Source: an optimization exercise on an open RTL-to-GDS flow (aim: small area). Production flows keep margins and buffers that such runs may drop. RTL that was checked went through simulation tests only; none was proved equivalent to the original. The RTL of run 5 was laid out without a check of its function. In every run shown here, the design's own scripts or RTL, not TritonCTS, make the clock network. No driver is modelled on the clock port, so clock power and skew are understated where the tree is cut down; a real chip needs a root buffer or a tree. No activity file was given, so power comes from the tool's default toggle rates.

$ cat flow/run.sh
#!/bin/bash
# Layout: the standard ORFS flow (standard.sh, unchanged synthesis),
# with the port buffers made from the smallest buffer cell and a small
# hand-built clock tree (flow/cts_manual.tcl) in place of TritonCTS.
set -euo pipefail
here=$(pwd)
export BUFFER_PORTS_ARGS="-buffer_cell sky130_fd_sc_hd__buf_1"
export PRE_CTS_TCL="$here/flow/cts_manual.tcl"
export CTS_CLOCK_NET=Clk
export CTS_ROOT_CELL=sky130_fd_sc_hd__clkbuf_8
export CTS_LEAF_CELL=sky130_fd_sc_hd__clkbuf_16
export CTS_NX=2
export CTS_NY=2
bash standard.sh finish > standard_flow.log 2>&1
$ cat flow/cts_manual.tcl
# Clock tree built by hand in place of TritonCTS (sourced as PRE_CTS_TCL).
# The clock port drives one root buffer; the root drives one leaf buffer per
# cluster of registers; the clusters split the registers by position into
# CTS_NX columns and CTS_NY rows of about equal size, and each leaf sits at
# its cluster's centre. All registers are two buffers from the port.
set cts_root_cell $::env(CTS_ROOT_CELL)
set cts_leaf_cell $::env(CTS_LEAF_CELL)
set cts_nx $::env(CTS_NX)
set cts_ny $::env(CTS_NY)

set db [ord::get_db]
set block [ord::get_db_block]
set clk_net [$block findNet $::env(CTS_CLOCK_NET)]

set sinks {}
foreach it [$clk_net getITerms] {
  set inst [$it getInst]
  set bb [$inst getBBox]
  set x [expr {([$bb xMin] + [$bb xMax]) / 2}]
  set y [expr {([$bb yMin] + [$bb yMax]) / 2}]
  lappend sinks [list $it $x $y]
}
puts "manual CTS: [llength $sinks] sinks on [$clk_net getName]"

proc split_even {items n idx} {
  set items [lsort -integer -index $idx $items]
  set len [llength $items]
  set out {}
  for {set i 0} {$i < $n} {incr i} {
    set a [expr {($i * $len) / $n}]
    set b [expr {(($i + 1) * $len) / $n - 1}]
    lappend out [lrange $items $a $b]
  }
  return $out
}

set clusters {}
foreach col [split_even $sinks $cts_nx 1] {
  foreach c [split_even $col $cts_ny 2] {
    if {[llength $c] > 0} { lappend clusters $c }
  }
}

set root_master [$db findMaster $cts_root_cell]
set leaf_master [$db findMaster $cts_leaf_cell]

# root buffer: input on the clock port's net, output on a new net
set root [odb::dbInst_create $block $root_master "cts_root"]
set root_net [odb::dbNet_create $block "cts_root_net"]
$root_net setSigType CLOCK
[$root findITerm A] connect $clk_net
[$root findITerm X] connect $root_net

set sx 0; set sy 0; set sn 0
set k 0
foreach c $clusters {
  set cx 0; set cy 0
  foreach s $c { incr cx [lindex $s 1]; incr cy [lindex $s 2] }
  set cx [expr {$cx / [llength $c]}]
  set cy [expr {$cy / [llength $c]}]
  incr sx $cx; incr sy $cy; incr sn
  set leaf [odb::dbInst_create $block $leaf_master "cts_leaf_$k"]
  set net [odb::dbNet_create $block "cts_leaf_net_$k"]
  $net setSigType CLOCK
  foreach s $c {
    set it [lindex $s 0]
    $it disconnect
    $it connect $net
  }
  [$leaf findITerm A] connect $root_net
  [$leaf findITerm X] connect $net
  $leaf setLocation $cx $cy
  $leaf setPlacementStatus PLACED
  puts "manual CTS: leaf $k drives [llength $c] sinks at ($cx, $cy)"
  incr k
}
$root setLocation [expr {$sx / $sn}] [expr {$sy / $sn}]
$root setPlacementStatus PLACED

set_propagated_clock [all_clocks]

# the tree is built; TritonCTS is not run
rename clock_tree_synthesis ""
proc clock_tree_synthesis {args} { puts "manual CTS: clock_tree_synthesis skipped" }
$ cat standard.sh
#!/bin/bash
# synth_recipe.tcl (not shown) runs the flow's synth.tcl, then flattens the netlist and writes it again
# the make line also repeats each setting of config.mk as NAME=value (left out here)
make -C /OpenROAD-flow-scripts/flow DESIGN_CONFIG=/design/flow/config.mk WORK_HOME=/design/flow/orfs CLKGATE_MAP_FILE= SYNTH_SCRIPT=/design/flow/synth_recipe.tcl "${@:-finish}"
$ cat config.mk
export PLATFORM = sky130hd
export DESIGN_NAME = mem32
export DESIGN_NICKNAME = mem32
export VERILOG_FILES = /design/flow/design.v
export SDC_FILE = /design/flow/constraint.sdc
export NUM_CORES = 4
export LEC_CHECK = 0
export CAP_MARGIN = 20
export CORE_MARGIN = 2
export CORE_UTILIZATION = 40
export SLEW_MARGIN = 20
$ cat constraint.sdc
create_clock -name core_clock -period 5.0 [get_ports {Clk}]
set_input_delay 1.0000 -clock core_clock [delete_from_list [all_inputs] [get_ports {Clk}]]
set_output_delay 1.0000 -clock core_clock [all_outputs]
set_load 0.01 [all_outputs]
$ cat design.v
module mem32 (
    input Clk,
    input rst,
    input wr,
    input rd,
    input [3:0] in_add,
    input [31:0] Data_in_32,
    output [31:0] Data_out_32,
    output reg valid
);
    reg [127:0] mem;    
    reg [3:0]   ra;     
    wire in_range = ~(in_add[3] & in_add[2] & (in_add[1] | in_add[0]));
    wire do_wr    = wr & ~rd & in_range & ~rst;   
    wire do_rd    = rd & ~wr & in_range;
    integer b, r, k;
    function [3:0] onehot2(input [1:0] v);
        onehot2 = 4'b0001 << v;
    endfunction
    wire [3:0] wsh = onehot2(in_add[1:0]);
    reg  [31:0] wd;
    reg  [15:0] we;     
    always @(*) begin
        for (b = 0; b < 4; b = b + 1) begin
            wd[8*b +: 8] = 8'h00;
            for (k = 0; k < 4; k = k + 1)
                wd[8*b +: 8] = wd[8*b +: 8] |
                    ({8{wsh[(b - k) & 3]}} & Data_in_32[8*k +: 8]);
        end
        for (b = 0; b < 4; b = b + 1)
            for (r = 0; r < 4; r = r + 1)
                we[4*r + b] = do_wr &
                    (r == ((in_add[3:2] + (b < in_add[1:0])) & 3));
    end
    always @(posedge Clk) begin
        for (b = 0; b < 4; b = b + 1)
            for (r = 0; r < 4; r = r + 1)
                if (we[4*r + b])
                    mem[32*r + 8*b +: 8] <= wd[8*b +: 8];
        if (rd)
            ra <= in_add;
    end
    always @(posedge Clk or posedge rst) begin
        if (rst)
            valid <= 1'b0;
        else if (!(wr && !rd && !in_range))
            valid <= do_rd;
    end
    wire [3:0] rsh = onehot2(ra[1:0]);
    reg  [15:0] rrow;   
    reg  [31:0] bd;
    reg  [31:0] dout;
    always @(*) begin
        for (b = 0; b < 4; b = b + 1)
            for (r = 0; r < 4; r = r + 1)
                rrow[4*r + b] = (r == ((ra[3:2] + (b < ra[1:0])) & 3));
        for (b = 0; b < 4; b = b + 1) begin
            bd[8*b +: 8] = 8'h00;
            for (r = 0; r < 4; r = r + 1)
                bd[8*b +: 8] = bd[8*b +: 8] |
                    ({8{rrow[4*r + b]}} & mem[32*r + 8*b +: 8]);
        end
        for (k = 0; k < 4; k = k + 1) begin
            dout[8*k +: 8] = 8'h00;
            for (b = 0; b < 4; b = b + 1)
                dout[8*k +: 8] = dout[8*k +: 8] |
                    ({8{rsh[(b - k) & 3]}} & bd[8*b +: 8]);
        end
    end
    assign Data_out_32 = dout;
endmodule
==> out/metrics.cfg, run 1 <==
[worst_setup_path]
path_delay_family = multiplexers
cp.arrival_ns = 3.45
cp_max_fo = 25
crit_path_max_incr_delay_ns = 0.62
worstPathCellList = buf_4, or2_1, ha_1, xor2_2, mux4_2, o22ai_1, a31oi_1, buf_1
worst_path_max_delay_cell = mux4_2
critical_path_class = flip-flop to output port
start_kind = flip-flop
worstSetupEndpointType = output port
crit_required_ns = 4.00
path_buf_inv = 2

[synth]
yosysTopAreaCell = edfxtp_1
ys_ff_latch = 133
ys_seq_area_share_pct = 60.1
avgSynthCellArea_sq_um = 18.4
syn-num-nets = 406
synth_edf_count = 132
ys_async_sr_fraction_pct = 0.752
netlist.area_leader.share_pct = 59.7
yosysWarnings = 1
synthCells = 360
ys_top_cells_by_area = edfxtp_1 60%, mux4_2 19%, mux4_1 3.2%, o22ai_1 3.0%, a31oi_1 1.5%
syn_area_sq_mm = 0.00664
synth_flop_cell = edfxtp_1
ys_types = 38

[floorplanning]
fp.coreArea_sq_mm = 0.0164
die_h_um = 133
io-pin-count = 73
start_util_pct = 40.5
rows = 47
die_area_sq_mm = 0.0177
die_width_um = 133

[clock_tree]
clk_latency_ns = 0.38
clkSlewWorstSetupHoldPaths_ns = 0.12
cts_resized = 0
cts_setup_buffers = 0
ctsHoldBuffers = 0

[final_layout]
multi_input_comb_area_sq_mm = 0.00243
antenna_cells = 0
layout_commonest_cell = edfxtp_1
regArea_sq_mm = 0.00399
drive_gt1_share_pct = 20.0
areaGrowthSynthToFinish_pct = 7.42
final_cell_mix = 132 x edfxtp_1, 70 x buf_1, 56 x mux4_2, 32 x o22ai_1
instances_no_fill = 635
nNetsFinal = 463
fill_cells = 1472

[timing]
setup_viol = 0
fin_crit_ns = 4.45
hold_viol = 0
tns_ns = 0
finalMaxSlewViolations = 0
period_share_pct = 89.1
rsz0062_at_grt = no
worst_slew_pin_slew_ns = 0.979
fin_skew_ns = 0
fin_ws_ns = 0.547
fmax_mhz = 225
slew_headroom_pct = 34.8

[grt]
antenna_found_initial = 0
met2_usage_pct = 28.0
grt_max_degree = 37
gr-usage-met3_pct = 1.19
gr-total-overflow = 0
gr-usage-met1_pct = 26.0
grt.total_usage_pct = 17.1
grt_busiest_layer = met2
grt_pass1_vias = 3601
grt_pass1_wl_um = 22700

[status]
status = complete, no violations

[power_and_ir_drop]
p_per_area_mw_per_mm2 = 313
ir_worst_vdd_v = 0.000176
p_leak_nw = 2.19

[routing]
first_pass_iters = 5
via_per_inst = 5.90
wl_per_cell_um = 24.0
ant_nets = 0
drc_errors = 0
routed_wl_um = 15200
drtIter0Drc = 344
dr_total_vias = 3748

[placement]
pre_cts_ws_ns = 0.968
dpl.hpwl_um = 11500
dp.cells = 630
portBuffers = 72
routabilityCongestion = 0.803

[job]
timing.max_cap.violations = 0

[hold_path]
hold_class = primary input to asynchronous set/reset pin

-- state kept, by name, summed over array words and instances (netlist names) --
name	count
ra	4
mem	128
valid	1
-- metal layers --
layer	up-vias	routed length [um]
met1	1956	6830
met2	134	7330
li1	1648	-
met3	10	789
met4	0	258
met5	-	0
-- kinds of logic after synthesis --
| family | count (synthesis) | share of synthesized area, % |
|---|---|---|
| simple gates | 44 | 4.31 |
| xor+xnor | 9 | 1.87 |
| buf+inv | 30 | 3.32 |
| flops | 133 | 60.1 |
| fa+ha+maj | 6 | 1.13 |
| mux | 72 | 23.4 |
| compound gates | 66 | 5.95 |
-- metrics by stage --
step	total power (W)	hold slack [ns]	util [%]	area, sq um
after floorplan	0.00165	0.576	-	6640
after global placement	0.00180	0.605	42.8	7020
after detailed placement	0.00181	0.637	42.8	7020
after CTS	0.00225	0.444	43.5	7130
after global routing	0.00233	0.453	43.5	7130
final	0.00223	0.456	43.5	7130
-- synth_stat cells (all sizes together) (2+ instances only) --
master	number
a21oi	16
a31oi	16
and3	7
buf	19
bufbuf	2
clkbuf	2
dlygate4sd1	4
edfxtp	132
ha	6
inv	3
mux2i	8
mux4	64
nand2	11
nand2b	11
nor3	8
o22ai	32
or2	2
xnor2	3
xor2	6
-- report_power, final --
part	switching (W)	internal [W]	total, W	leakage, nW
combinational	0.000295	0.000198	0.000493	0.926
clock	0.000288	0.000165	0.000453	0.0565
sequential	0.0000166	0.00127	0.00129	1.21
total	0.000599	0.00163	0.00223	2.19
-- final timing paths --
check,startpoint,end,slack (ns),cells after the start
min,rst,valid$_DFFE_PP0N_,0.46,2
min in group core_clock,valid$_DFFE_PP0N_,valid$_DFFE_PP0N_,0.66,2
max,ra[1]$_DFFE_PP_,Data_out_32[6],0.55,8
max in group asynchronous,rst,valid$_DFFE_PP0N_,4.46,2
min reg2reg,valid$_DFFE_PP0N_,valid$_DFFE_PP0N_,0.66,2
max reg2reg,valid$_DFFE_PP0N_,valid$_DFFE_PP0N_,4.26,2
-- area by class of cell --
cell class                      count  share of cell area (%)
Buffer                              5                    1.60
Inverter                            3                   0.193
Multi-Input combinational cell    197                    34.1
Sequential cell                   133                    55.9
Tap cell                          220                    3.86
Timing Repair Buffer               77                    4.35
==> run 2, diff against run 1 <==
--- a/config.mk
+++ b/config.mk
@@ -8,4 +8,5 @@
 export CAP_MARGIN = 20
 export CORE_MARGIN = 2
-export CORE_UTILIZATION = 40
+export CORE_UTILIZATION = 60
+export PLACE_DENSITY = 0.85
 export SLEW_MARGIN = 20
==> out/metrics.cfg, run 2 <==
[synth]
synth_compound_area_share_pct = 5.95
ys_top_cells_by_area = edfxtp_1 60%, mux4_2 19%, mux4_1 3.2%, o22ai_1 3.0%, a31oi_1 1.5%
syn-num-nets = 406
synthTopCellsByCount = 132 x edfxtp_1, 56 x mux4_2, 32 x o22ai_1, 16 x a21oi_1, 16 x a31oi_1
yosysWarnings = 1
synth_flop_cell = edfxtp_1
yosysMostFrequentCell = edfxtp_1
synth_edf_count = 132
ys_async_sr_fraction_pct = 0.752
yosys.area_share.simple_pct = 4.31
netlist.area_leader.share_pct = 59.7
ys_seq_area_share_pct = 60.1
avgSynthCellArea_sq_um = 18.4
ys_types = 38
synthCells = 360
synthMuxAreaShare_pct = 23.4
synth_xor_area_share_pct = 1.87
synth_top_family_by_area = multiplexers
ys_ff_latch = 133
synthAdderAreaFrac_pct = 1.13
yosysTopAreaCell = edfxtp_1
syn_area_sq_mm = 0.00664

[worst_setup_path]
r2r_cells = 2
cp_max_fo = 20
cp.arrival_ns = 3.31
reg2reg_slack_ns = 4.33
critical_path_class = flip-flop to output port
r2r-start = valid$_DFFE_PP0N_
crit_required_ns = 4.00
rr_endpoint = valid$_DFFE_PP0N_
start_kind = flip-flop
worstSetupEndpointType = output port

[placement]
routabilityCongestion = 0.863
placement.cell_area_sq_mm = 0.00692
dpl.hpwl_um = 10800
portBuffers = 72

[timing]
tns_ns = 0
setup_viol = 0
period_share_pct = 86.1
slew_headroom_pct = 40.9
fin_crit_ns = 4.31
fmax_mhz = 232
hold_viol = 0
rsz0062_at_grt = no
finalMaxSlewViolations = 0
worst_slew_pin_slew_ns = 0.886
fin_skew_ns = 0

[clock_tree]
cts_resized = 0
cts_setup_buffers = 0
ctsHoldBuffers = 0
clkSlewWorstSetupHoldPaths_ns = 0.11
clk_latency_ns = 0.37

[final_layout]
areaGrowthSynthToFinish_pct = 5.92
antenna_cells = 0
final_cell_mix = 132 x edfxtp_1, 70 x buf_1, 56 x mux4_2, 32 x o22ai_1
layout_commonest_cell = edfxtp_1
fill_cells = 757
nNetsFinal = 463
drive_gt1_share_pct = 20.0
largest_register_ffs = 128
reg_top3 = mem x128, ra x4, valid x1
largest-register = mem
postLayoutCellArea_sq_mm = 0.00703

[routing]
routed_wl_um = 14700
ant_nets = 0
drtIter0Drc = 514
dr_total_vias = 3916
wl_per_cell_um = 26.5
via_per_inst = 7.06
first_pass_iters = 5
drc_errors = 0

[grt]
grt_pass1_vias = 3576
grt.total_usage_pct = 25.2
grt_pass1_wl_um = 21700
antenna_found_initial = 0
grt_max_degree = 36
gr-total-overflow = 0

[hold_path]
hold_class = primary input to asynchronous set/reset pin

[power_and_ir_drop]
ir_worst_vdd_v = 0.000205
p_leak_nw = 2.19
p_per_area_mw_per_mm2 = 316

[floorplanning]
io-pin-count = 73
die_width_um = 109
fp.coreArea_sq_mm = 0.0108
rows = 38
start_util_pct = 61.3
die_area_sq_mm = 0.0119
die_h_um = 109

[status]
status = complete, no violations

[job]
timing.max_cap.violations = 0

run 2: cell counts after synthesis:
Identical to the previous run, type by type.
run 2: per-layer routing:
metal	part of all wire, %	up-vias	global-route usage, %
met1	39	1978	37.9
met5	0	-	0
met3	11	27	3.29
met2	47	258	40.5
li1	-	1653	-
met4	2.5	0	5.42
run 2: metrics by stage:
step / hold slack (ns) / total power [W] / setup slack, ns / util, % / instances
final: 0.454 / 0.00223 / 0.694 / 64.9 / 555
after global routing: 0.458 / 0.00230 / 0.578 / 64.9 / 555
after CTS: 0.450 / 0.00223 / 0.685 / 64.9 / 555
after detailed placement: 0.561 / 0.00179 / 1.18 / 63.8 / 550
after global placement: 0.539 / 0.00178 / 1.21 / 63.8 / 550
after floorplan: 0.576 / 0.00165 / 1.60 / - / 360
run 2: worst max-delay path by stage:
| stage | from | to | cells after the start |
|---|---|---|---|
| 2_1_floorplan | ra[0]$_DFFE_PP_ | Data_out_32[6] | 9 |
| 3_3_place_gp | ra[0]$_DFFE_PP_ | Data_out_32[4] | 6 |
| 3_5_place_dp | ra[0]$_DFFE_PP_ | Data_out_32[6] | 7 |
| 4_1_cts | ra[0]$_DFFE_PP_ | Data_out_32[6] | 7 |
| 5_1_grt | ra[0]$_DFFE_PP_ | Data_out_32[6] | 7 |
| 6_report | ra[0]$_DFFE_PP_ | Data_out_32[6] | 7 |
run 2: report_power, final:
group | internal [W] | switching [W] | total [W] | leakage, nW
logic | 0.000198 | 0.000284 | 0.000482 | 0.926
clock network | 0.000165 | 0.000284 | 0.000449 | 0.0565
registers | 0.00127 | 0.0000238 | 0.00130 | 1.21
total | 0.00163 | 0.000591 | 0.00223 | 2.19
run 2: kinds of logic (layout without fill, tap and decap cells):
family	count (synthesis)	count (layout)
AO/OA/AOI/OAI	66	66
XOR/XNOR	9	9
adder cells (fa/ha/maj)	6	6
buffers and inverters	30	85
flip-flops	133	133
multiplexers	72	72
AND/OR/NAND/NOR	44	44
run 2: cell type report:
class	count	area [sq um]	share of cell area (%)
well taps	140	175	2.49
multi-input cells	197	2430	34.6
repair buffers	77	310	4.41
plain buffers	5	114	1.62
inverters	3	13.8	0.196
flip-flops and latches	133	3990	56.7
run 2: worst max-delay path, cell delays in order (launching register included):
cell and delay [ns]:
edfxtp_1 0.72, or2_1 0.36, ha_1 0.23, xor2_2 0.50
mux4_2 0.64, o22ai_1 0.19, a31oi_1 0.10, buf_1 0.18
==> run 3, diff against run 2 <==
--- a/flow/run.sh
+++ b/flow/run.sh
@@ -12,3 +12,4 @@
 export CTS_NX=2
 export CTS_NY=2
+export AREA_RECOVERY_TCL="$here/flow/downsize.tcl"
 bash standard.sh finish > standard_flow.log 2>&1
--- a/flow/cts_manual.tcl
+++ b/flow/cts_manual.tcl
@@ -83,2 +83,4 @@
 rename clock_tree_synthesis ""
 proc clock_tree_synthesis {args} { puts "manual CTS: clock_tree_synthesis skipped" }
+
+if {[info exists ::env(AREA_RECOVERY_TCL)]} { source $::env(AREA_RECOVERY_TCL) }
==> flow/downsize.tcl (new file) <==
# Area recovery (sourced from the PRE_CTS_TCL hook): every combinational
# cell that is not part of the clock tree is swapped for the smallest cell
# with the same function, then repair_design fixes any slew, capacitance or
# fanout limit that this breaks. repair_timing runs after this in cts.tcl.
set_dont_use $::env(DONT_USE_CELLS)
sta::make_equiv_cells [get_libs *]
set saved 0.0
set swapped 0
foreach inst [get_cells *] {
  set name [get_full_name $inst]
  if {[string match "cts_*" $name]} { continue }
  set lc [get_property $inst liberty_cell]
  if {$lc == "" || $lc == "NULL"} { continue }
  if {[regexp {__(s?e?df|dl[xr]|s?dlclkp)} [get_name $lc]]} { continue }
  set eq [sta::find_equiv_cells $lc]
  if {[llength $eq] < 2} { continue }
  set best $lc
  set best_area [get_property $lc area]
  foreach e $eq {
    set en [get_name $e]
    if {[regexp {probe|lpflow|dly|clkdlybuf} $en] || [get_property $e dont_use]} { continue }
    set a [get_property $e area]
    if {$a < $best_area - 1e-6} { set best $e; set best_area $a }
  }
  if {$best != $lc} {
    set saved [expr {$saved + [get_property $lc area] - $best_area}]
    incr swapped
    replace_cell $inst $best
  }
}
puts "area recovery: swapped $swapped cells, [format %.1f $saved] um2 less"
estimate_parasitics -placement
repair_design -slew_margin $::env(SLEW_MARGIN) -cap_margin $::env(CAP_MARGIN)
--- a/config.mk
+++ b/config.mk
@@ -6,7 +6,7 @@
 export NUM_CORES = 4
 export LEC_CHECK = 0
-export CAP_MARGIN = 20
+export CAP_MARGIN = 5
 export CORE_MARGIN = 2
 export CORE_UTILIZATION = 60
 export PLACE_DENSITY = 0.85
-export SLEW_MARGIN = 20
+export SLEW_MARGIN = 5
==> out/metrics.cfg, run 3 <==
[synth]
yosysTopAreaCell = edfxtp_1
synth_flop_cell = edfxtp_1
yosysWarnings = 1
synthMuxAreaShare_pct = 23.4
synthTopCellsByCount = 132 x edfxtp_1, 56 x mux4_2, 32 x o22ai_1, 16 x a21oi_1, 16 x a31oi_1
netlist.area_leader.share_pct = 59.7
yosys.area_share.simple_pct = 4.31
synth_xor_area_share_pct = 1.87
synthCells = 360
synthAdderAreaFrac_pct = 1.13
syn-num-nets = 406
avgSynthCellArea_sq_um = 18.4
ys_types = 38
synth_top_family_by_area = multiplexers
yosysMostFrequentCell = edfxtp_1
ys_ff_latch = 133
syn_area_sq_mm = 0.00664
ys_top_cells_by_area = edfxtp_1 60%, mux4_2 19%, mux4_1 3.2%, o22ai_1 3.0%, a31oi_1 1.5%
synth_compound_area_share_pct = 5.95
ys_async_sr_fraction_pct = 0.752
synth_edf_count = 132
ys_seq_area_share_pct = 60.1

[timing]
slew_headroom_pct = 6.09
period_share_pct = 92.1
fin_skew_ns = 0
hold_viol = 0
worst_slew_pin_slew_ns = 1.40
tns_ns = 0
finalMaxSlewViolations = 0
fmax_mhz = 217
fin_ws_ns = 0.393
rsz0062_at_grt = no
setup_viol = 0
fin_crit_ns = 4.61

[routing]
routed_wl_um = 14700
dr_total_vias = 3872
via_per_inst = 6.95
drc_errors = 0
ant_nets = 0
drtIter0Drc = 545
first_pass_iters = 5
wl_per_cell_um = 26.3

[grt]
grt_pass1_wl_um = 21800
grt.total_usage_pct = 25.2
grt_max_degree = 35
antenna_found_initial = 0
gr-total-overflow = 0
grt_pass1_vias = 3615

[power_and_ir_drop]
ir_worst_vdd_v = 0.000201
p_per_area_mw_per_mm2 = 320
p_leak_nw = 2.14

[clock_tree]
clk_latency_ns = 0.38
ctsHoldBuffers = 0
cts_setup_buffers = 0
clkSlewWorstSetupHoldPaths_ns = 0.11
cts_resized = 0

[worst_setup_path]
cp.arrival_ns = 3.61
worstSetupEndpointType = output port
critical_path_class = flip-flop to output port
crit_required_ns = 4.00
cp_max_fo = 20
path_delay_family = flip-flops
worst_path_max_delay_cell = edfxtp_1
path_buf_inv = 2
start_kind = flip-flop
crit_path_max_incr_delay_ns = 0.78
worstPathCellList = nand2_1, inv_2, ha_1, xor2_1, mux4_2, o22ai_1, a31oi_1, buf_1

[placement]
dpl.hpwl_um = 10800
portBuffers = 72
routabilityCongestion = 0.863
pre_cts_ws_ns = 1.18

[final_layout]
largest-register = mem
drive_gt1_share_pct = 18.5
layout_commonest_cell = edfxtp_1
areaGrowthSynthToFinish_pct = 4.33
reg_top3 = mem x128, ra x4, valid x1
nNetsFinal = 465
antenna_cells = 0
fill_cells = 769
largest_register_ffs = 128
final_cell_mix = 132 x edfxtp_1, 70 x buf_1, 64 x mux4_2, 32 x o22ai_1

[floorplanning]
die_width_um = 109
fp.coreArea_sq_mm = 0.0108
rows = 38
start_util_pct = 61.3
die_h_um = 109
die_area_sq_mm = 0.0119
io-pin-count = 73

[status]
status = complete, no violations

[hold_path]
hold_class = primary input to asynchronous set/reset pin

[job]
timing.max_cap.violations = 0

## run 3: worst reg2reg max path, delay by kind of cell (launching register included)
family | cells | cell delay, ns
DFF | 1 | 0.41
and+or+nand+nor | 1 | 0.10
AOI/OAI and AO/OA | 1 | 0.06
## run 3: stage by stage
stage	instance area, sq um	utilization [%]	hold WS, ns	instances	power (W)
CTS	6920	63.8	0.437	557	0.00222
global placement	6920	63.8	0.539	550	0.00178
global route	6930	63.9	0.441	557	0.00230
floorplan	6640	-	0.576	360	0.00165
detailed placement	6920	63.8	0.561	550	0.00179
finish	6930	63.9	0.439	557	0.00222
## run 3: power breakdown
part / leakage (nW) / internal [W] / switching (W)
Combinational: 0.871 / 0.000196 / 0.000281
Sequential: 1.21 / 0.00127 / 0.0000214
Clock: 0.0565 / 0.000165 / 0.000282
Total: 2.14 / 0.00163 / 0.000585
## run 3: cells by family (layout without fill, tap and decap cells)
| family | Yosys count | in the layout |
|---|---|---|
| and+or+nand+nor | 44 | 44 |
| buffers and inverters | 30 | 87 |
| muxes | 72 | 72 |
| AOI/OAI and AO/OA | 66 | 66 |
| xor gates and xnor gates | 9 | 9 |
| DFF | 133 | 133 |
| adders and majority gates | 6 | 6 |
## run 3: worst paths after layout
path / start / cells after the start / slack (ns) / to
max in group asynchronous: rst / 2 / 4.47 / valid$_DFFE_PP0N_
worst max register to register: valid$_DFFE_PP0N_ / 2 / 4.33 / valid$_DFFE_PP0N_
worst min-delay path: rst / 2 / 0.44 / valid$_DFFE_PP0N_
min in group core_clock: valid$_DFFE_PP0N_ / 2 / 0.59 / valid$_DFFE_PP0N_
worst max-delay path: ra[0]$_DFFE_PP_ / 8 / 0.39 / Data_out_32[6]
worst min register to register: valid$_DFFE_PP0N_ / 2 / 0.59 / valid$_DFFE_PP0N_
## run 3: final cells by class
type	count	area [sq um]	area share, %
timing repair buffer	79	315	4.55
tap	140	175	2.53
sequential	133	3990	57.6
buffer	5	114	1.64
multi-input combinational	197	2320	33.6
inverter	3	11.3	0.163
## run 3: routing by layer
layer,GRT usage [%],vias to the layer above,share of wire [%]
met5,0,-,0
met4,5.61,0,2.6
met3,2.93,16,10
met2,39.9,221,47
met1,38.5,1989,41
li1,-,1646,-
==> run 4, diff against run 3 <==
--- a/flow/downsize.tcl
+++ b/flow/downsize.tcl
@@ -3,5 +3,4 @@
 # with the same function, then repair_design fixes any slew, capacitance or
 # fanout limit that this breaks. repair_timing runs after this in cts.tcl.
-set_dont_use $::env(DONT_USE_CELLS)
 sta::make_equiv_cells [get_libs *]
 set saved 0.0
@@ -19,5 +18,5 @@
   foreach e $eq {
     set en [get_name $e]
-    if {[regexp {probe|lpflow|dly|clkdlybuf} $en] || [get_property $e dont_use]} { continue }
+    if {[regexp {probe|lpflow|dly|clkdlybuf} $en]} { continue }
     set a [get_property $e area]
     if {$a < $best_area - 1e-6} { set best $e; set best_area $a }
--- a/config.mk
+++ b/config.mk
@@ -6,7 +6,7 @@
 export NUM_CORES = 4
 export LEC_CHECK = 0
-export CAP_MARGIN = 5
+export CAP_MARGIN = 20
 export CORE_MARGIN = 2
 export CORE_UTILIZATION = 60
 export PLACE_DENSITY = 0.85
-export SLEW_MARGIN = 5
+export SLEW_MARGIN = 20
==> out/metrics.cfg, run 4 <==
[clock_tree]
cts_resized = 0
ctsHoldBuffers = 0
clkSlewWorstSetupHoldPaths_ns = 0.11
clk_latency_ns = 0.38
cts_setup_buffers = 0

[worst_setup_path]
critical_path_class = flip-flop to output port
start_kind = flip-flop
reg2reg_slack_ns = 4.33
r2r-start = valid$_DFFE_PP0N_
cp_max_fo = 20
crit_required_ns = 4.00
cp.arrival_ns = 3.62
worstSetupEndpointType = output port
rr_endpoint = valid$_DFFE_PP0N_
r2r_cells = 2

[synth]
synth_edf_count = 132
yosys.area_share.simple_pct = 4.31
syn-num-nets = 406
synthMuxAreaShare_pct = 23.4
synthCells = 360
synth_top_family_by_area = multiplexers
avgSynthCellArea_sq_um = 18.4
ys_async_sr_fraction_pct = 0.752
yosysTopAreaCell = edfxtp_1
synth_xor_area_share_pct = 1.87
ys_top_cells_by_area = edfxtp_1 60%, mux4_2 19%, mux4_1 3.2%, o22ai_1 3.0%, a31oi_1 1.5%
synth_flop_cell = edfxtp_1
yosysWarnings = 1
syn_area_sq_mm = 0.00664
ys_types = 38
synthTopCellsByCount = 132 x edfxtp_1, 56 x mux4_2, 32 x o22ai_1, 16 x a21oi_1, 16 x a31oi_1
netlist.area_leader.share_pct = 59.7
synth_compound_area_share_pct = 5.95
synthAdderAreaFrac_pct = 1.13
ys_seq_area_share_pct = 60.1
ys_ff_latch = 133
yosysMostFrequentCell = edfxtp_1

[final_layout]
regArea_sq_mm = 0.00399
largest_register_ffs = 128
instances_no_fill = 556
reg_top3 = mem x128, ra x4, valid x1
antenna_cells = 0
multi_input_comb_area_sq_mm = 0.00234
areaGrowthSynthToFinish_pct = 4.60
largest-register = mem
fill_cells = 771
layout_commonest_cell = edfxtp_1
final_cell_mix = 132 x edfxtp_1, 70 x buf_1, 64 x mux4_2, 32 x o22ai_1
nNetsFinal = 464
drive_gt1_share_pct = 19.7

[grt]
antenna_found_initial = 0
grt.total_usage_pct = 24.6
grt_max_degree = 35
gr-total-overflow = 0
grt_pass1_wl_um = 21400
grt_pass1_vias = 3581

[routing]
wl_per_cell_um = 25.9
ant_nets = 0
first_pass_iters = 6
via_per_inst = 6.99
dr_total_vias = 3887
routed_wl_um = 14400
drtIter0Drc = 553
drc_errors = 0

[placement]
routabilityCongestion = 0.863
portBuffers = 72
dp.cells = 550
pre_cts_ws_ns = 1.18
dpl.hpwl_um = 10800

[status]
status = complete, no violations

[power_and_ir_drop]
p_per_area_mw_per_mm2 = 319
p_total_w = 0.00222
p_leak_nw = 2.14
ir_worst_vdd_v = 0.000203

[timing]
hold_viol = 0
whs_ns = 0.437
setup_viol = 0
fin_skew_ns = 0
rsz0062_at_grt = no
tns_ns = 0
fmax_mhz = 216
fin_crit_ns = 4.62
period_share_pct = 92.4
slew_headroom_pct = 38.1
worst_slew_pin_slew_ns = 0.925
finalMaxSlewViolations = 0
fin_ws_ns = 0.378

[hold_path]
hold_class = primary input to asynchronous set/reset pin

[floorplanning]
io-pin-count = 73
fp.coreArea_sq_mm = 0.0108
die_area_sq_mm = 0.0119
start_util_pct = 61.3
rows = 38
die_h_um = 109
die_width_um = 109

[job]
timing.max_cap.violations = 0

-- run 4: cell counts after synthesis --
Identical to the previous run, type by type.
-- run 4: logic make-up after synthesis --
kind of cell | after synthesis
compound gates | 66
buf+inv | 30
simple gates | 44
xor+xnor | 9
flops | 133
mux | 72
fa+ha+maj | 6
-- run 4: power by group --
| group | leakage, nW | internal (W) | switching, W | total [W] |
|---|---|---|---|---|
| Sequential | 1.21 | 0.00127 | 0.0000210 | 0.00129 |
| Combinational | 0.874 | 0.000197 | 0.000282 | 0.000479 |
| Clock | 0.0565 | 0.000165 | 0.000282 | 0.000447 |
-- run 4: worst max-delay path, cell delays in order (launching register included) --
cell and delay (ns):
edfxtp_1 0.78, nand2_1 0.55, inv_2 0.14, ha_1 0.17, xor2_1 0.63, mux4_2 0.43
o22ai_1 0.10, a31oi_1 0.26, buf_1 0.19
-- run 4: metal layers --
layer | vias up | routed length [um] | part of all wire, % | global-route usage (%)
met5 | - | 0 | 0 | 0
met4 | 0 | 457 | 3.2 | 6.24
met3 | 24 | 1630 | 11 | 3.11
met2 | 255 | 6580 | 46 | 38.1
met1 | 1963 | 5710 | 40 | 38.1
li1 | 1645 | - | - | -
-- run 4: final cells by class --
class                   instances  area share [%]
flip-flops and latches        133            57.4
multi-input cells             197            33.8
repair buffers                 78            4.50
well taps                     140            2.52
plain buffers                   5            1.64
inverters                       3           0.162
-- run 4: worst max path at each step --
stage | to | start
2_1_floorplan | Data_out_32[6] | ra[0]$_DFFE_PP_
3_3_place_gp | Data_out_32[4] | ra[0]$_DFFE_PP_
3_5_place_dp | Data_out_32[6] | ra[0]$_DFFE_PP_
4_1_cts | Data_out_32[9] | ra[0]$_DFFE_PP_
5_1_grt | Data_out_32[1] | ra[0]$_DFFE_PP_
6_report | Data_out_32[9] | ra[0]$_DFFE_PP_
-- run 4: per-stage QoR --
step	utilization (%)	cell area (sq um)
global route	64.1	6950
global placement	63.8	6920
finish	64.1	6950
detailed placement	63.8	6920
CTS	64.1	6940
floorplan	-	6640
==> run 5, diff against run 4 <==
==> design.v (replaced) <==
module mem32 (
    input Clk,
    input rst,
    input wr,
    input rd,
    input [3:0] in_add,
    input [31:0] Data_in_32,
    output [31:0] Data_out_32,
    output reg valid
);
    reg [127:0] mem;    
    reg [3:0]   ra;     
    wire in_range = ~(in_add[3] & in_add[2] & (in_add[1] | in_add[0]));
    wire do_wr    = wr & ~rd & in_range & ~rst;   
    wire do_rd    = rd & ~wr & in_range;
    function [2:0] carry(input [1:0] s);
        carry = {s[1] & s[0], s[1], s[1] | s[0]};
    endfunction
    wire [31:0] w1 = in_add[0] ? {Data_in_32[23:0], Data_in_32[31:24]} : Data_in_32;
    wire [31:0] wd = in_add[1] ? {w1[15:0], w1[31:16]} : w1;
    wire [2:0] wc = carry(in_add[1:0]);
    wire [3:0] wa;      
    assign wa[0] = do_wr & ~in_add[3] & ~in_add[2];
    assign wa[1] = do_wr & ~in_add[3] &  in_add[2];
    assign wa[2] = do_wr &  in_add[3] & ~in_add[2];
    assign wa[3] = do_wr &  in_add[3] &  in_add[2];
    reg [15:0] we;      
    integer b, r;
    always @(*) begin
        for (r = 0; r < 4; r = r + 1) begin
            we[4*r + 3] = wa[r];
            for (b = 0; b < 3; b = b + 1)
                we[4*r + b] = wc[b] ? (r > 0 && wa[(r + 3) & 3]) : wa[r];
        end
    end
    always @(posedge Clk) begin
        for (b = 0; b < 4; b = b + 1)
            for (r = 0; r < 4; r = r + 1)
                if (we[4*r + b])
                    mem[32*r + 8*b +: 8] <= wd[8*b +: 8];
        if (rd)
            ra <= in_add;
    end
    always @(posedge Clk or posedge rst) begin
        if (rst)
            valid <= 1'b0;
        else if (!(wr && !rd && !in_range))
            valid <= do_rd;
    end
    wire [2:0] rc = carry(ra[1:0]);
    reg  [1:0]  rr;
    reg  [31:0] bd;
    always @(*) begin
        for (b = 0; b < 4; b = b + 1) begin
            if (b == 3)
                rr = ra[3:2];
            else
                rr = {ra[3] | (ra[2] & rc[b]), ra[2] ^ rc[b]};
            bd[8*b +: 8] = mem[32*rr + 8*b +: 8];
        end
    end
    wire [3:0] rs = 4'b0001 << ra[1:0];       
    reg  [31:0] dout;
    integer k;
    always @(*) begin
        for (k = 0; k < 4; k = k + 1) begin
            dout[8*k +: 8] = 8'h00;
            for (b = 0; b < 4; b = b + 1)
                dout[8*k +: 8] = dout[8*k +: 8] |
                    ({8{rs[(b - k) & 3]}} & bd[8*b +: 8]);
        end
    end
    assign Data_out_32 = dout;
endmodule
--- a/flow/downsize.tcl
+++ b/flow/downsize.tcl
@@ -3,4 +3,5 @@
 # with the same function, then repair_design fixes any slew, capacitance or
 # fanout limit that this breaks. repair_timing runs after this in cts.tcl.
+set_dont_use $::env(DONT_USE_CELLS)
 sta::make_equiv_cells [get_libs *]
 set saved 0.0
@@ -18,5 +19,5 @@
   foreach e $eq {
     set en [get_name $e]
-    if {[regexp {probe|lpflow|dly|clkdlybuf} $en]} { continue }
+    if {[regexp {probe|lpflow|dly|clkdlybuf} $en] || [get_property $e dont_use]} { continue }
     set a [get_property $e area]
     if {$a < $best_area - 1e-6} { set best $e; set best_area $a }
--- a/config.mk
+++ b/config.mk
@@ -6,7 +6,7 @@
 export NUM_CORES = 4
 export LEC_CHECK = 0
-export CAP_MARGIN = 20
+export CAP_MARGIN = 5
 export CORE_MARGIN = 2
 export CORE_UTILIZATION = 60
 export PLACE_DENSITY = 0.85
-export SLEW_MARGIN = 20
+export SLEW_MARGIN = 5
==> out/metrics.cfg, run 5 <==
[status]
status = complete, no violations

[hold_path]
hold_class = primary input to asynchronous set/reset pin

[worst_setup_path]
start_kind = flip-flop
reg2reg_slack_ns = 4.30
crit_required_ns = 4.00
cp_max_fo = 33
critical_path_class = flip-flop to output port
rr_endpoint = valid$_DFFE_PP0N_
r2r-start = valid$_DFFE_PP0N_
worstSetupEndpointType = output port
r2r_cells = 2
cp.arrival_ns = 3.43

[grt]
gr-total-overflow = 0
grt_max_degree = 37
grt_pass1_vias = 3610
grt_pass1_wl_um = 21800
antenna_found_initial = 0
grt.total_usage_pct = 25.3

[synth]
yosysWarnings = 1
ys_types = 29
synth_edf_count = 132
yosysMostFrequentCell = edfxtp_1
ys_ff_latch = 133
syn_area_sq_mm = 0.00649
ys_top_cells_by_area = edfxtp_1 61%, mux4_2 21%, a22oi_1 7.4%, nand2_1 2.0%, mux4_1 1.6%
syn-num-nets = 409
ys_async_sr_fraction_pct = 0.752
synth_flop_cell = edfxtp_1
yosysTopAreaCell = edfxtp_1
synthTopCellsByCount = 132 x edfxtp_1, 64 x a22oi_1, 60 x mux4_2, 35 x nand2_1, 15 x clkbuf_1
netlist.area_leader.share_pct = 61.1
avgSynthCellArea_sq_um = 17.7
synthCells = 366
ys_seq_area_share_pct = 61.5

[timing]
fin_crit_ns = 4.43
period_share_pct = 88.6
hold_viol = 0
setup_viol = 0
rsz0062_at_grt = no
worst_slew_pin_slew_ns = 1.13
whs_ns = 0.444
fin_skew_ns = 0
slew_headroom_pct = 22.5
fmax_mhz = 226
finalMaxSlewViolations = 0
tns_ns = 0

[clock_tree]
clkSlewWorstSetupHoldPaths_ns = 0.12
ctsHoldBuffers = 0
cts_resized = 0
clk_latency_ns = 0.36
cts_setup_buffers = 0

[final_layout]
antenna_cells = 0
final_cell_mix = 132 x edfxtp_1, 70 x buf_1, 64 x mux4_2, 64 x a22oi_1, 36 x nand2_1
largest-register = mem
regArea_sq_mm = 0.00399
areaGrowthSynthToFinish_pct = 7.35
reg_top3 = mem x128, ra x4, valid x1
nNetsFinal = 471
multi_input_comb_area_sq_mm = 0.00228
largest_register_ffs = 128
post-route-util_pct = 66.9
drive_gt1_share_pct = 19.0
fill_cells = 707
layout_commonest_cell = edfxtp_1

[power_and_ir_drop]
ir_worst_vdd_v = 0.000214
p_leak_nw = 2.24
p_per_area_mw_per_mm2 = 312

[routing]
drc_errors = 0
dr_total_vias = 3946
routed_wl_um = 14200
first_pass_iters = 7
ant_nets = 0
wl_per_cell_um = 25.3
drtIter0Drc = 669
via_per_inst = 7.02

[floorplanning]
rows = 37
die_area_sq_mm = 0.0117
io-pin-count = 73
start_util_pct = 62.3
die_h_um = 108
die_width_um = 108
fp.coreArea_sq_mm = 0.0104

[job]
timing.max_cap.violations = 0

[placement]
portBuffers = 72
routabilityCongestion = 0.810
dpl.hpwl_um = 10600

run 5: kinds of logic after synthesis:
family / Yosys count / share of synthesized area (%)
compound gates: 70 / 7.93
fa+ha+maj: 3 / 0.579
buf+inv: 37 / 2.97
flops: 133 / 61.5
mux: 69 / 23.2
simple gates: 54 / 3.82
run 5: how the worst max path moves through the flow:
stage	slack (ns)	cells past startpoint	start	to
after floorplan	1.63	8	ra[1]$_DFFE_PP_	Data_out_32[7]
after global routing	0.39	8	ra[1]$_DFFE_PP_	Data_out_32[7]
after global placement	1.42	7	ra[1]$_DFFE_PP_	Data_out_32[22]
final	0.57	9	ra[1]$_DFFE_PP_	Data_out_32[13]
after CTS	0.12	8	ra[1]$_DFFE_PP_	Data_out_32[13]
after detailed placement	1.32	8	ra[1]$_DFFE_PP_	Data_out_32[23]
run 5: through the flow:
stage	total power, W	std cells	setup slack [ns]	area (sq um)
floorplan	0.00160	366	1.63	6490
global placement	0.00172	552	1.42	6830
detailed placement	0.00174	552	1.32	6830
CTS	0.00217	562	0.119	6960
global route	0.00225	562	0.392	6960
finish	0.00217	562	0.570	6960
run 5: worst max-delay path, cell delays in order, from the launching register on:
cell and delay [ns]:
edfxtp_1 0.48, nor2_1 0.12, clkbuf_2 0.50, inv_1 0.12, ha_1 0.21, nor2_1 0.62, mux4_2 0.52, a22oi_1 0.21
nand2_1 0.11, buf_1 0.14
run 5: routing by layer:
layer | GRT usage [%] | part of all wire (%) | wire length (um) | vias to the layer above
met5 | 0 | 0 | 0 | -
met4 | 3.94 | 1.9 | 272 | 0
met3 | 2.23 | 10 | 1490 | 19
met2 | 42.6 | 51 | 7210 | 265
met1 | 37.9 | 37 | 5240 | 1999
li1 | - | - | - | 1663
run 5: layout make-up:
| cell class | count | area share, % |
|---|---|---|
| multi-input cells | 196 | 32.8 |
| plain buffers | 5 | 1.63 |
| flip-flops and latches | 133 | 57.3 |
| inverters | 8 | 0.431 |
| well taps | 136 | 2.44 |
| repair buffers | 84 | 5.44 |
run 5: where the power goes:
part / switching, W / internal [W]
sequential: 0.0000142 / 0.00127
combinational: 0.000264 / 0.000182
clock: 0.000278 / 0.000165
==> run 6, diff against run 5 <==
--- a/design.v
+++ b/design.v
@@ -17,6 +17,16 @@
         carry = {s[1] & s[0], s[1], s[1] | s[0]};
     endfunction
-    wire [31:0] w1 = in_add[0] ? {Data_in_32[23:0], Data_in_32[31:24]} : Data_in_32;
-    wire [31:0] wd = in_add[1] ? {w1[15:0], w1[31:16]} : w1;
+    integer b, r;
+    wire [3:0] ws = 4'b0001 << in_add[1:0];    
+    reg  [31:0] wd;
+    integer k;
+    always @(*) begin
+        for (b = 0; b < 4; b = b + 1) begin
+            wd[8*b +: 8] = 8'h00;
+            for (k = 0; k < 4; k = k + 1)
+                wd[8*b +: 8] = wd[8*b +: 8] |
+                    ({8{ws[(b - k) & 3]}} & Data_in_32[8*k +: 8]);
+        end
+    end
     wire [2:0] wc = carry(in_add[1:0]);
     wire [3:0] wa;      
@@ -26,5 +36,4 @@
     assign wa[3] = do_wr &  in_add[3] &  in_add[2];
     reg [15:0] we;      
-    integer b, r;
     always @(*) begin
         for (r = 0; r < 4; r = r + 1) begin
@@ -57,18 +66,11 @@
             else
                 rr = {ra[3] | (ra[2] & rc[b]), ra[2] ^ rc[b]};
-            bd[8*b +: 8] = mem[32*rr + 8*b +: 8];
+            bd[8*b +: 8] = ({8{rr == 2'd0}} & mem[8*b +: 8]) |
+                           ({8{rr == 2'd1}} & mem[32 + 8*b +: 8]) |
+                           ({8{rr == 2'd2}} & mem[64 + 8*b +: 8]) |
+                           ({8{rr == 2'd3}} & mem[96 + 8*b +: 8]);
         end
     end
-    wire [3:0] rs = 4'b0001 << ra[1:0];       
-    reg  [31:0] dout;
-    integer k;
-    always @(*) begin
-        for (k = 0; k < 4; k = k + 1) begin
-            dout[8*k +: 8] = 8'h00;
-            for (b = 0; b < 4; b = b + 1)
-                dout[8*k +: 8] = dout[8*k +: 8] |
-                    ({8{rs[(b - k) & 3]}} & bd[8*b +: 8]);
-        end
-    end
-    assign Data_out_32 = dout;
+    wire [31:0] r1 = ra[0] ? {bd[7:0], bd[31:8]} : bd;
+    assign Data_out_32 = ra[1] ? {r1[15:0], r1[31:16]} : r1;
 endmodule
==> flow/run.sh (replaced) <==
#!/bin/bash
# Layout: the standard ORFS flow (standard.sh) with these changes:
# - synthesis maps the logic with an area-oriented ABC script
#   (flow/abc_map.script in place of ORFS's abc_speed.script, in a copy of
#   ORFS's scripts folder); registers are mapped before ABC runs, so they
#   are the standard synthesis's, with the same names and cells;
# - port buffers use the smallest buffer cell;
# - a small hand-built clock tree (flow/cts_manual.tcl) replaces TritonCTS,
#   followed by area recovery (flow/downsize.tcl).
set -euo pipefail
here=$(pwd)
mkdir -p "$here/scripts"
cp -r "$FLOW_HOME/scripts/." "$here/scripts/"
cp "$here/flow/abc_map.script" "$here/scripts/abc_speed.script"
export SCRIPTS_DIR="$here/scripts"
export BUFFER_PORTS_ARGS="-buffer_cell sky130_fd_sc_hd__buf_1"
export PRE_CTS_TCL="$here/flow/cts_manual.tcl"
export CTS_CLOCK_NET=Clk
export CTS_ROOT_CELL=sky130_fd_sc_hd__clkbuf_8
export CTS_LEAF_CELL=sky130_fd_sc_hd__clkbuf_16
export CTS_NX=2
export CTS_NY=2
export AREA_RECOVERY_TCL="$here/flow/downsize.tcl"
bash standard.sh finish > standard_flow.log 2>&1
==> flow/abc_map.script (new file) <==
&get -n
&st
&dch -f
&nf -R 1000 -p
&put
dnsize -c
--- a/config.mk
+++ b/config.mk
@@ -8,5 +8,5 @@
 export CAP_MARGIN = 5
 export CORE_MARGIN = 2
-export CORE_UTILIZATION = 60
-export PLACE_DENSITY = 0.85
+export CORE_UTILIZATION = 35
+export PLACE_DENSITY = 0.5
 export SLEW_MARGIN = 5
==> out/metrics.cfg, run 6 <==
[status]
status = complete, no violations

[routing]
ant_nets = 0
first_pass_iters = 8
drc_errors = 0
dr_total_vias = 4637
via_per_inst = 5.66
routed_wl_um = 17100
drtIter0Drc = 625
wl_per_cell_um = 20.8

[synth]
ys_seq_area_share_pct = 66.4
avgSynthCellArea_sq_um = 11.9
netlist.area_leader.share_pct = 66.0
ys_async_sr_fraction_pct = 0.752
synth_edf_count = 132
ys_top_cells_by_area = edfxtp_1 66%, a222oi_1 11%, nand2_1 8.8%, o21ai_0 3.0%, a21oi_1 2.9%
syn-num-nets = 546
yosysTopAreaCell = edfxtp_1
synthTopCellsByCount = 141 x nand2_1, 132 x edfxtp_1, 64 x a222oi_1, 46 x nor2_1, 36 x o21ai_0
ys_types = 17
ys_ff_latch = 133
synthCells = 503
yosysMostFrequentCell = nand2_1
syn_area_sq_mm = 0.00600
synth_flop_cell = edfxtp_1
yosysWarnings = 1

[final_layout]
largest_register_ffs = 128
layout_commonest_cell = nand2_1
largest-register = mem
areaGrowthSynthToFinish_pct = 13.1
reg_top3 = mem x128, ra x4, valid x1
nNetsFinal = 644
drive_gt1_share_pct = 2.00
final_cell_mix = 141 x nand2_1, 132 x edfxtp_1, 72 x buf_1, 64 x a222oi_1, 46 x nor2_1
antenna_cells = 0

[worst_setup_path]
path_delay_family = simple AND/OR/NAND/NOR gates
path_buf_inv = 2
worstSetupEndpointType = output port
cpMostUsedCell = nor2_1
cp.arrival_ns = 3.29
start_kind = flip-flop
critical_path_class = flip-flop to output port
cp_max_fo = 12
crit_path_max_incr_delay_ns = 0.53
worstPathCellList = clkbuf_1, and2_0, ha_1, nor2_1, a222oi_1, nand2_1, nor2_1, a21oi_1, nor2_1, a21oi_1, buf_1
worst_path_max_delay_cell = nor2_1
crit_required_ns = 4.00

[timing]
fmax_mhz = 233
slew_headroom_pct = 15.3
hold_viol = 0
fin_crit_ns = 4.29
tns_ns = 0
whs_ns = 0.441
fin_skew_ns = 0
period_share_pct = 85.7
fin_ws_ns = 0.714
rsz0062_at_grt = no
setup_viol = 0
worst_slew_pin_slew_ns = 1.27
finalMaxSlewViolations = 0

[clock_tree]
cts_setup_buffers = 0
ctsHoldBuffers = 0
clk_latency_ns = 0.38
clkSlewWorstSetupHoldPaths_ns = 0.12
cts_resized = 0

[grt]
grt_pass1_wl_um = 25200
gr-total-overflow = 0
grt.total_usage_pct = 18.2
antenna_found_initial = 0
grt_max_degree = 41
grt_pass1_vias = 4205

[floorplanning]
die_width_um = 135
start_util_pct = 36.0
fp.coreArea_sq_mm = 0.0167
die_area_sq_mm = 0.0182
die_h_um = 135
rows = 47
io-pin-count = 73

[power_and_ir_drop]
ir_worst_vdd_v = 0.000193
p_leak_nw = 2.18
p_per_area_mw_per_mm2 = 331

[job]
timing.max_cap.violations = 0

[placement]
routabilityCongestion = 0.802
dpl.hpwl_um = 12500
portBuffers = 72
pre_cts_ws_ns = 1.24

[hold_path]
hold_class = primary input to asynchronous set/reset pin

## run 6: worst paths after layout
check                               endpoint               from  slack [ns]  cells past startpoint
min in group core_clock    valid$_DFFE_PP0N_  valid$_DFFE_PP0N_        0.56                      2
max reg2reg                valid$_DFFE_PP0N_  valid$_DFFE_PP0N_        4.36                      2
max in group asynchronous  valid$_DFFE_PP0N_                rst        4.48                      2
max                          Data_out_32[22]    ra[1]$_DFFE_PP_        0.71                     11
min reg2reg                valid$_DFFE_PP0N_  valid$_DFFE_PP0N_        0.56                      2
min                        valid$_DFFE_PP0N_                rst        0.44                      2
## run 6: per-layer routing
| layer | routed length, um | GRT usage [%] |
|---|---|---|
| met2 | 7790 | 30.1 |
| met4 | 266 | 2.31 |
| met3 | 1120 | 1.65 |
| met5 | 0 | 0 |
| met1 | 7900 | 27.0 |
## run 6: cells by family after synthesis
group	count (synthesis)	synth area share (%)
AO/OA/AOI/OAI	152	18.7
adder cells (fa/ha/maj)	3	0.625
buffers and inverters	5	0.313
flip-flops	133	66.4
AND/OR/NAND/NOR	210	13.9
## run 6: cell type report
cell class                 instances  area (sq um)
buffer                             5           114
fill                            1623          9910
tap                              220           275
timing repair buffer              91           393
multi-input combinational        365          2000
sequential                       133          3990
inverter                           5          18.8
## run 6: metrics by stage
step                instance area (sq um)  instances  utilization [%]  power, W
CTS                                  6790        819             40.7   0.00226
global route                         6790        819             40.7   0.00236
global placement                     6680        811             40.0   0.00180
detailed placement                   6680        811             40.0   0.00181
finish                               6790        819             40.7   0.00225
floorplan                            6000        503                -   0.00161
## run 6: power breakdown
group          leakage [nW]  switching [W]  internal (W)
registers              1.16      0.0000112       0.00128
clock network        0.0565       0.000295      0.000166
logic                 0.960       0.000343      0.000151
total                  2.18       0.000649       0.00160
## run 6: worst reg2reg max path: cells and delay by family (launching register included)
kind | cells | cell delay [ns]
simple gates | 1 | 0.06
compound gates | 1 | 0.07
flops | 1 | 0.40
==> run 7, diff against run 6 <==
--- a/config.mk
+++ b/config.mk
@@ -8,5 +8,4 @@
 export CAP_MARGIN = 5
 export CORE_MARGIN = 2
-export CORE_UTILIZATION = 35
-export PLACE_DENSITY = 0.5
+export CORE_UTILIZATION = 45
 export SLEW_MARGIN = 5
==> out/metrics.cfg, run 7 <==
[clock_tree]
cts_resized = 0
clkSlewWorstSetupHoldPaths_ns = 0.11
cts_setup_buffers = 0
clk_latency_ns = 0.38
ctsHoldBuffers = 0

[worst_setup_path]
start_kind = flip-flop
cp_max_fo = 20
r2r_cells = 2
worstSetupEndpointType = output port
crit_path_start = ra[1]$_DFFE_PP_
r2r-start = valid$_DFFE_PP0N_
rr_endpoint = valid$_DFFE_PP0N_
crit_required_ns = 4.00
reg2reg_slack_ns = 4.36
cp.arrival_ns = 3.28
critical_path_class = flip-flop to output port

[grt]
antenna_found_initial = 0
grt_pass1_wl_um = 23100
grt_max_degree = 49
gr-total-overflow = 0
grt_pass1_vias = 3997
grt.total_usage_pct = 21.3

[placement]
routabilityCongestion = 0.829
dp.cells = 766
dpl.hpwl_um = 11300
portBuffers = 72

[synth]
syn_area_sq_mm = 0.00600
netlist.area_leader.share_pct = 66.0
ys_ff_latch = 133
syn-num-nets = 546
ys_top_cells_by_area = edfxtp_1 66%, a222oi_1 11%, nand2_1 8.8%, o21ai_0 3.0%, a21oi_1 2.9%
ys_async_sr_fraction_pct = 0.752
yosysMostFrequentCell = nand2_1
avgSynthCellArea_sq_um = 11.9
synth_flop_cell = edfxtp_1
synthCells = 503
ys_seq_area_share_pct = 66.4
synthTopCellsByCount = 141 x nand2_1, 132 x edfxtp_1, 64 x a222oi_1, 46 x nor2_1, 36 x o21ai_0
ys_types = 17
yosysTopAreaCell = edfxtp_1
yosysWarnings = 1
synth_edf_count = 132

[timing]
fin_skew_ns = 0
tns_ns = 0
finalMaxSlewViolations = 0
slew_headroom_pct = 18.9
fmax_mhz = 233
hold_viol = 0
period_share_pct = 85.7
fin_crit_ns = 4.28
setup_viol = 0
worst_slew_pin_slew_ns = 1.22
rsz0062_at_grt = no

[final_layout]
antenna_cells = 0
areaGrowthSynthToFinish_pct = 11.4
regArea_sq_mm = 0.00399
final_cell_mix = 141 x nand2_1, 132 x edfxtp_1, 72 x buf_1, 64 x a222oi_1, 46 x nor2_1
multi_input_comb_area_sq_mm = 0.00200
largest-register = mem
post-route-util_pct = 50.9
instances_no_fill = 772
fill_cells = 1162
reg_top3 = mem x128, ra x4, valid x1
drive_gt1_share_pct = 1.68
nNetsFinal = 641
largest_register_ffs = 128
layout_commonest_cell = nand2_1

[power_and_ir_drop]
p_int_w = 0.00159
pwr-share-seq_pct = 58.6
comb_power_share_pct = 21.1
switching_share_pct = 28.2
clockPowerShare_pct = 20.3
switching_power_w = 0.000625
p_per_area_mw_per_mm2 = 331
p_leak_nw = 2.16
ir_worst_vdd_v = 0.000197

[routing]
dr_total_vias = 4598
drc_errors = 0
dr.max_layer_used = met4
first_pass_iters = 12
drtIter0Drc = 699
via_per_inst = 5.96
routed_wl_um = 15500
ant_nets = 0
wl_per_cell_um = 20.0
wl_met2_um = 7060
m1WireLength_um = 6710
detailroute.wirelength.met3_um = 1380

[job]
timing.max_cap.violations = 0

[floorplanning]
die_h_um = 120
die_width_um = 120
fp.coreArea_sq_mm = 0.0131
io-pin-count = 73
rows = 42
die_area_sq_mm = 0.0143
start_util_pct = 45.7

[status]
status = complete, no violations

[hold_path]
hold_class = primary input to asynchronous set/reset pin

-- run 7: worst max-delay path by stage --
stage / endpoint / slack [ns] / cells after the start
finish: Data_out_32[26] / 0.72 / 10
global route: Data_out_32[25] / 0.47 / 11
CTS: Data_out_32[26] / 0.73 / 10
detailed placement: Data_out_32[26] / 1.21 / 10
global placement: Data_out_32[26] / 1.23 / 10
floorplan: mem[80]$_DFFE_PP_ / 0.82 / 7
-- run 7: worst max-delay path: stages (launching register included) --
cell,delay [ns]
edfxtp_1,0.66
or2_0,0.31
ha_1,0.32
nor2b_1,0.65
nand2_1,0.12
nand2_1,0.13
nand2_1,0.07
o21ai_0,0.15
nor2_1,0.08
a21oi_1,0.24
buf_1,0.19
-- run 7: kinds of logic (layout without fill, tap and decap cells) --
family / after synthesis / after routing / share of synthesized area [%]
buffers and inverters: 5 / 98 / 0.313
AO/OA/AOI/OAI: 152 / 152 / 18.7
flip-flops: 133 / 133 / 66.4
adder cells (fa/ha/maj): 3 / 3 / 0.625
AND/OR/NAND/NOR: 210 / 210 / 13.9
-- run 7: metrics by stage --
step	hold slack [ns]	total power [W]	cell area (sq um)	worst slack [ns]
2_1_floorplan	0.565	0.00161	6000	0.823
3_3_place_gp	0.525	0.00178	6620	1.23
3_5_place_dp	0.531	0.00179	6620	1.21
4_1_cts	0.433	0.00223	6690	0.726
5_1_grt	0.444	0.00232	6690	0.475
6_report	0.444	0.00221	6690	0.715
-- run 7: power groups by stage --
| stage | sequential (W) | clock [W] | combinational (W) |
|---|---|---|---|
| 3_5_place_dp | 0.00132 | 0 | 0.000469 |
| 2_1_floorplan | 0.00133 | 0 | 0.000278 |
| 4_1_cts | 0.00130 | 0.000464 | 0.000467 |
| 6_report | 0.00130 | 0.000450 | 0.000467 |
| 3_3_place_gp | 0.00132 | 0 | 0.000461 |
| 5_1_grt | 0.00130 | 0.000494 | 0.000523 |
-- run 7: layout make-up --
cell class / instances / area share, %
inverter: 5 / 0.281
tap: 176 / 3.29
timing repair buffer: 88 / 5.16
sequential: 133 / 59.7
multi-input combinational: 365 / 29.9
buffer: 5 / 1.70
-- run 7: layer usage --
layer,GRT usage [%],vias up
met5,0,-
met4,3.68,0
met3,1.43,15
met2,34.1,231
met1,32.7,2162
li1,-,2190
==> run 8, diff against run 7 <==
--- a/config.mk
+++ b/config.mk
@@ -7,4 +7,6 @@
 export LEC_CHECK = 0
 export CAP_MARGIN = 5
+export CELL_PAD_IN_SITES_DETAIL_PLACEMENT = 1
+export CELL_PAD_IN_SITES_GLOBAL_PLACEMENT = 1
 export CORE_MARGIN = 2
 export CORE_UTILIZATION = 45
==> out/metrics.cfg, run 8 <==
[status]
status = complete, no violations

[timing]
fin_skew_ns = 0
period_share_pct = 91.7
worst_slew_pin_slew_ns = 1.30
slew_headroom_pct = 13.4
fmax_mhz = 218
hold_viol = 0
rsz0062_at_grt = no
finalMaxSlewViolations = 0
tns_ns = 0
fin_crit_ns = 4.59
setup_viol = 0

[final_layout]
drive_gt1_share_pct = 1.68
final_cell_mix = 141 x nand2_1, 132 x edfxtp_1, 72 x buf_1, 64 x a222oi_1, 46 x nor2_1
reg_top3 = mem x128, ra x4, valid x1
largest_register_ffs = 128
nNetsFinal = 641
fill_cells = 1467
layout_commonest_cell = nand2_1
antenna_cells = 0
largest-register = mem
areaGrowthSynthToFinish_pct = 11.3

[grt]
grt.total_usage_pct = 25.1
antenna_found_initial = 0
grt_max_degree = 49
gr-total-overflow = 0
grt_pass1_vias = 4638
grt_pass1_wl_um = 27100

[synth]
yosysWarnings = 1
ys_async_sr_fraction_pct = 0.752
ys_types = 17
synthCells = 503
synth_flop_cell = edfxtp_1
ys_ff_latch = 133
syn_area_sq_mm = 0.00600
avgSynthCellArea_sq_um = 11.9
yosysTopAreaCell = edfxtp_1
ys_seq_area_share_pct = 66.4
syn-num-nets = 546
netlist.area_leader.share_pct = 66.0
synthTopCellsByCount = 141 x nand2_1, 132 x edfxtp_1, 64 x a222oi_1, 46 x nor2_1, 36 x o21ai_0
synth_edf_count = 132
yosysMostFrequentCell = nand2_1
ys_top_cells_by_area = edfxtp_1 66%, a222oi_1 11%, nand2_1 8.8%, o21ai_0 3.0%, a21oi_1 2.9%

[clock_tree]
clk_latency_ns = 0.39
clkSlewWorstSetupHoldPaths_ns = 0.12
cts_resized = 0

[routing]
wl_per_cell_um = 23.4
via_per_inst = 6.22
first_pass_iters = 10
drc_errors = 0
routed_wl_um = 18000
ant_nets = 0
drtIter0Drc = 642
dr_total_vias = 4799

[placement]
routabilityCongestion = 0.773
dpl.hpwl_um = 13200
portBuffers = 72

[hold_path]
hold_class = primary input to asynchronous set/reset pin

[floorplanning]
start_util_pct = 45.7
die_width_um = 120
io-pin-count = 73
die_area_sq_mm = 0.0143
fp.coreArea_sq_mm = 0.0131
rows = 42
die_h_um = 120

[worst_setup_path]
critical_path_class = flip-flop to output port
cp.arrival_ns = 3.59
worstSetupEndpointType = output port
crit_required_ns = 4.00
start_kind = flip-flop
cp_max_fo = 20

[power_and_ir_drop]
p_leak_nw = 2.16
p_per_area_mw_per_mm2 = 337
p_total_w = 0.00225
ir_worst_vdd_v = 0.000183

[job]
timing.max_cap.violations = 0

run 8: cell types whose count changed in the layout (fill, tap and decap cells not counted):
| cell | change |
|---|---|
| buf_8 | -1 |
| clkbuf_2 | +1 |
| clkbuf_1 | -1 |
| nor2b_2 | -1 |
| buf_6 | +1 |
| nor2b_1 | +1 |
run 8: power by group:
part | total [W] | leakage, nW | internal, W | switching [W]
registers | 0.00130 | 1.16 | 0.00128 | 0.0000193
logic | 0.000479 | 0.939 | 0.000145 | 0.000333
clock network | 0.000471 | 0.0565 | 0.000166 | 0.000305
run 8: metal layers:
| metal | share of wire (%) | GRT usage, % |
|---|---|---|
| met5 | 0 | 0 |
| met3 | 5.2 | 1.66 |
| met2 | 49 | 44.7 |
| met4 | 3.3 | 6.62 |
| met1 | 42 | 33.5 |
run 8: worst paths after layout:
| path | start | end | slack (ns) | cells past startpoint |
|---|---|---|---|---|
| max in group asynchronous | rst | valid$_DFFE_PP0N_ | 4.48 | 2 |
| hold / removal | rst | valid$_DFFE_PP0N_ | 0.44 | 2 |
| setup reg to reg | valid$_DFFE_PP0N_ | valid$_DFFE_PP0N_ | 4.36 | 2 |
| hold reg to reg | valid$_DFFE_PP0N_ | valid$_DFFE_PP0N_ | 0.56 | 2 |
| min in group core_clock | valid$_DFFE_PP0N_ | valid$_DFFE_PP0N_ | 0.56 | 2 |
| setup / recovery | ra[1]$_DFFE_PP_ | Data_out_32[16] | 0.41 | 11 |
run 8: critical path, cell delays in order (launching register included):
cell	delay (ns)
edfxtp_1	0.68
and2_0	0.29
ha_1	0.32
nor3_1	0.51
clkbuf_1	0.34
a222oi_1	0.13
nand2_1	0.20
nor2_1	0.07
a21oi_1	0.22
nor2_1	0.07
a21oi_1	0.19
buf_1	0.18
run 8: cell type report:
cell class | instances | area [sq um] | share of cell area (%)
Sequential cell | 133 | 3990 | 59.7
Multi-Input combinational cell | 365 | 2000 | 29.9
Timing Repair Buffer | 88 | 343 | 5.13
Tap cell | 176 | 220 | 3.30
Buffer | 5 | 114 | 1.70
Inverter | 5 | 18.8 | 0.281
run 8: per-stage QoR:
step	utilization [%]	hold slack, ns	setup slack, ns	instances	area [sq um]
2_1_floorplan	-	0.565	0.823	503	6000
3_3_place_gp	50.4	0.526	0.964	766	6620
3_5_place_dp	50.4	0.544	0.917	766	6620
4_1_cts	50.8	0.422	0.292	771	6670
5_1_grt	50.9	0.438	0.138	772	6680
6_report	50.9	0.438	0.414	772	6680
run 8: timing repair:
action                                  CTS  global route
endpoints found under the setup margin    0             2
hold buffers                              0             0
buffers inserted                          0             1
run 8: logic make-up after synthesis:
logic type	after synthesis	share of synthesized area, %
simple gates	210	13.9
compound gates	152	18.7
flops	133	66.4
buf+inv	5	0.313
fa+ha+maj	3	0.625

[static timing again, ports no longer ideal]
The flow's constraints put no driver on any port. The routed layouts listed below were extracted and timed again, unchanged, in two steps.
Step 1, drivers: a clkbuf_16 drives Clk and a buf_2 each remaining input, both assumed.
Step 2, shift: input delay + t, output delay - t, t = (earliest + latest rising clock arrival at the registers) / 2. This alone moves slack from input paths to output paths.
Three values: ideal ports, drivers, drivers and shift; two values: the first two.
| run | t (ns) | setup WS [ns] | worst register clock-pin slew, ns | worst slew at a driven data input, ns | cell pins on the clock port's net |
|---|---|---|---|---|---|
| run 1 | 0.423 | 0.547 / 0.503 / 0.927 | 0.12 / 0.12 | 0.07 | 1 |
| run 2 | 0.406 | 0.694 / 0.660 / 1.066 | 0.11 / 0.11 | 0.04 | 1 |
| run 3 | 0.407 | 0.393 / 0.359 / 0.766 | 0.11 / 0.11 | 0.03 | 1 |
| run 4 | 0.406 | 0.378 / 0.345 / 0.752 | 0.11 / 0.11 | 0.03 | 1 |
| run 5 | 0.396 | 0.570 / 0.539 / 0.935 | 0.12 / 0.12 | 0.04 | 1 |
| run 6 | 0.414 | 0.714 / 0.675 / 0.967 | 0.12 / 0.12 | 0.04 | 1 |
| run 7 | 0.409 | 0.715 / 0.679 / 0.570 | 0.11 / 0.11 | 0.04 | 1 |
| run 8 | 0.423 | 0.414 / 0.376 / 0.799 | 0.12 / 0.12 | 0.04 | 1 |
After both steps setup and hold are still met in every run listed. For run 7, which loses most, drivers alone change the setup slack by -0.036 ns; drivers and shift together by -0.145 ns.
